This design comes from an exercise in tuning for small area on the open sky130 flow, not from production work. Function was checked by simulation only, so behaviour that the tests miss may differ from the original. Power and IR drop assume default switching activity.

==> trial 35 <==
## pipelined_complex_mult
module pipelined_complex_mult (
    input clk,                    
    input rst,                    
    input signed [7:0] a,         
    input signed [7:0] b,         
    input signed [7:0] c,         
    input signed [7:0] d,         
    output reg signed [16:0] real_out,  
    output reg signed [16:0] imag_out   
);
clock: 5.0 ns
lec_check: 0
cap_margin: 20
core_margin: 2
core_utilization: 40
cts_buf_list: sky130_fd_sc_hd__clkbuf_8
gpl_timing_driven: 0
slew_margin: 20
synth_hierarchical: 1
standard.sh (not shown) runs the stock make flow with config.mk's settings and CLKGATE_MAP_FILE= SYNTH_SCRIPT=/design/flow/synth_recipe.tcl, a recipe that flattens the netlist after the stock synthesis.
==> flow/flow/run.sh <==
#!/bin/bash
# The standard layout (standard.sh) with these changes:
#  - buffer_ports puts the smallest buffer, sky130_fd_sc_hd__buf_1, on every
#    input and output port instead of the cell it picks by default;
#  - clock tree synthesis arguments as set below (CTS_ARGS), if any.
# Each tool's full output is in the logs standard.sh writes under orfs/logs;
# this script's own output goes to run.log.
set -e
cd "$(dirname "$0")/.."
export BUFFER_PORTS_ARGS="-buffer_cell sky130_fd_sc_hd__buf_1"
export CTS_ARGS="-sink_clustering_enable -repair_clock_nets -dont_use_dummy_load -buf_list sky130_fd_sc_hd__clkbuf_8"
export REMOVE_ABC_BUFFERS=1
bash standard.sh > run.log 2>&1
==> inputs of build 43, as changes to trial 35 <==
==> flow/flow/run.sh (replaced) <==
#!/bin/bash
# The standard layout (standard.sh) with one change: the buffers that
# buffer_ports puts on every input and output port are the smallest buffer,
# sky130_fd_sc_hd__buf_1, instead of the cell it picks by default.
# Each tool's full output is in the logs standard.sh writes under orfs/logs;
# this script's own output goes to run.log.
set -e
cd "$(dirname "$0")/.."
export BUFFER_PORTS_ARGS="-buffer_cell sky130_fd_sc_hd__buf_1"
bash standard.sh > run.log 2>&1
==> comparison table <==
Status: trial 35 finished clean; build 43 finished clean
Final weighted congestion in routability-driven placement: trial 35 0.805; build 43 0.799
Part of the cycle the worst path needs: trial 35 96.1%; build 43 96.3%
First-pass GRT wire length: trial 35 32.3 mm; build 43 33.5 mm
Via count: trial 35 5780; build 43 5844
Launching element of the worst setup path: trial 35 b3[4]; build 43 a3[1]
Largest voltage drop on the vdd net: trial 35 0.000532 V; build 43 0.000582 V
Clk pwr share: trial 35 9.7%; build 43 13.9%
Cell Count Post-Placement: trial 35 1096; build 43 1097
Critical Path RT: trial 35 5.31 ns; build 43 5.34 ns
Reg2Reg Capture Point: trial 35 real_out[14]; build 43 imag_out[14]
Combinational cell power: trial 35 0.00465 W; build 43 0.00462 W
Post-Place Setup Slack: trial 35 -0.515 ns; build 43 -0.500 ns
HPWL reported at the end of detailed placement: trial 35 13.0 mm; build 43 13.1 mm
Least setup slack across all paths after layout: trial 35 0.193 ns; build 43 0.184 ns

* * *

==> inputs of 06-18 <==
Another version of the RTL of pipelined_complex_mult (not shown whole).
Settings: LEC_CHECK=0, CAP_MARGIN=20, CORE_MARGIN=2, CORE_UTILIZATION=40, CTS_BUF_LIST=sky130_fd_sc_hd__clkbuf_8, GPL_TIMING_DRIVEN=0, SLEW_MARGIN=20, SYNTH_HIERARCHICAL=1; clock period 5.0 ns.
==> flow/flow/run.sh <==
#!/bin/bash
# The standard layout (standard.sh), with these ORFS settings changed:
#  - BUFFER_PORTS_ARGS: buffer_ports puts the smallest buffer,
#    sky130_fd_sc_hd__buf_1, on every input and output port instead of the
#    cell it picks by default (every port still gets its buffer);
#  - CTS_ARGS: the standard clock tree synthesis arguments plus
#    -dont_use_dummy_load (no dummy clock loads for balancing);
#  - REMOVE_ABC_BUFFERS: the floorplan step removes the buffers that ABC put
#    into the synthesized netlist and leaves buffering to the resizer.
# Each tool's full output is in the logs standard.sh writes under orfs/logs;
# this script's own output goes to run.log.
set -e
cd "$(dirname "$0")/.."
export BUFFER_PORTS_ARGS="-buffer_cell sky130_fd_sc_hd__buf_1"
export CTS_ARGS="-sink_clustering_enable -repair_clock_nets -dont_use_dummy_load -buf_list sky130_fd_sc_hd__clkbuf_8"
export REMOVE_ABC_BUFFERS=1
bash standard.sh > run.log 2>&1
==> 11-15 (differences from 06-18) <==
--- a/flow/design.v
+++ b/flow/design.v
@@ -30,34 +30,34 @@
 always @(posedge clk)
 begin
     a1 <= a; b1 <= b; c1 <= c; d1 <= d;
     a2 <= a1; b2 <= b1; c2 <= c1; d2 <= d1;
     c3_onen[0] <= ~(c2[0] ^ 1'b0);
     c3_twon[0] <= ~((c2[1] ^ c2[0]) & ~(c2[0] ^ 1'b0));
-    c3_neg[0] <= c2[1] & v2;
+    c3_neg[0] <= c2[1];
     c3_onen[1] <= ~(c2[2] ^ c2[1]);
     c3_twon[1] <= ~((c2[3] ^ c2[2]) & ~(c2[2] ^ c2[1]));
-    c3_neg[1] <= c2[3] & v2;
+    c3_neg[1] <= c2[3];
     c3_onen[2] <= ~(c2[4] ^ c2[3]);
     c3_twon[2] <= ~((c2[5] ^ c2[4]) & ~(c2[4] ^ c2[3]));
-    c3_neg[2] <= c2[5] & v2;
+    c3_neg[2] <= c2[5];
     c3_onen[3] <= ~(c2[6] ^ c2[5]);
     c3_twon[3] <= ~((c2[7] ^ c2[6]) & ~(c2[6] ^ c2[5]));
-    c3_neg[3] <= c2[7] & v2;
+    c3_neg[3] <= c2[7];
     d3_onen[0] <= ~(d2[0] ^ 1'b0);
     d3_twon[0] <= ~((d2[1] ^ d2[0]) & ~(d2[0] ^ 1'b0));
-    d3_neg[0] <= d2[1] & v2;
+    d3_neg[0] <= d2[1];
     d3_onen[1] <= ~(d2[2] ^ d2[1]);
     d3_twon[1] <= ~((d2[3] ^ d2[2]) & ~(d2[2] ^ d2[1]));
-    d3_neg[1] <= d2[3] & v2;
+    d3_neg[1] <= d2[3];
     d3_onen[2] <= ~(d2[4] ^ d2[3]);
     d3_twon[2] <= ~((d2[5] ^ d2[4]) & ~(d2[4] ^ d2[3]));
-    d3_neg[2] <= d2[5] & v2;
+    d3_neg[2] <= d2[5];
     d3_onen[3] <= ~(d2[6] ^ d2[5]);
     d3_twon[3] <= ~((d2[7] ^ d2[6]) & ~(d2[6] ^ d2[5]));
-    d3_neg[3] <= d2[7] & v2;
+    d3_neg[3] <= d2[7];
 end
 wire re_p1 = (a3n[0] | c3_onen[0]);
 wire re_p2 = ~(c3_neg[0] & (a3n[0] | c3_onen[0]));
 wire re_p3;
 wire re_p3_t;
 cm_oai22 u_re_p3_t (.a(a3n[1]), .b(c3_onen[0]), .c(a3n[0]), .d(c3_twon[0]), .y(re_p3_t));
--- a/flow/flow/run.sh
+++ b/flow/flow/run.sh
@@ -9,9 +9,9 @@
 #    into the synthesized netlist and leaves buffering to the resizer.
 # Each tool's full output is in the logs standard.sh writes under orfs/logs;
 # this script's own output goes to run.log.
 set -e
 cd "$(dirname "$0")/.."
 export BUFFER_PORTS_ARGS="-buffer_cell sky130_fd_sc_hd__buf_1"
-export CTS_ARGS="-sink_clustering_enable -repair_clock_nets -dont_use_dummy_load -buf_list sky130_fd_sc_hd__clkbuf_8"
+export CTS_ARGS="-sink_clustering_enable -repair_clock_nets -dont_use_dummy_load -buf_list \"sky130_fd_sc_hd__clkbuf_4 sky130_fd_sc_hd__clkbuf_8\""
 export REMOVE_ABC_BUFFERS=1
 bash standard.sh > run.log 2>&1
==> summary.txt <==
Die
  – Die area: 23000 um2
  – Core Region: 21600 um2

Setup path
  – R2R Setup Slk: 0.29 ns

Finish
  – Final Util: 44.2%
  – # fillers: 2045

Logic synthesis
  – Post-synthesis sequential area ratio: 35.1%

Power
  – P_int: 0.00382 W
  – Pwr Density: 657 nW/um2

Run status
  – Status: finished clean

Timing
  – Setup Skew: 0.0439 ns
-- figures above: 11-15

==> summary.txt <==
Power
  – Pwr Density: 646 nW/um2
  – P_int: 0.00377 W

Run status
  – Status: finished clean

Die
  – Core Region: 21700 um2
  – Die area: 23100 um2

Setup path
  – R2R Setup Slk: 0.17 ns

Logic synthesis
  – Post-synthesis sequential area ratio: 34.9%

Timing
  – Worst slew margin relative to its limit: 25.3%

Finish
  – Final Util: 44.4%
-- figures above: 06-18

-- afterwards: timing with drivers on the ports --
No port has a modelled driver above. Below, the same layouts with a new extraction and two added sets of constraints.
Step 1 assumes that a clkbuf_16 drives the clock port and a buf_2 every other input.
Step 2 adds t to the input delays and takes it off the output delays; t is the mean of the earliest and latest rising clock arrival at the registers after step 1. Input paths then give back, and output paths get back, about the clock's delay inside the block.
a / b / c = no drivers / after step 1 / after step 2; a / b = the first two.
run	t, ns	slack for setup (ns)	worst register clock-pin slew, ns
trial 35	0.476	0.193 / 0.193 / 0.193	0.10 / 0.10
build 43	0.487	0.184 / 0.184 / 0.184	0.10 / 0.10
06-18	0.464	0.173 / 0.173 / 0.173	0.09 / 0.09
11-15	0.466	0.288 / 0.288 / 0.288	0.09 / 0.09
After both steps every run listed still meets setup and hold.
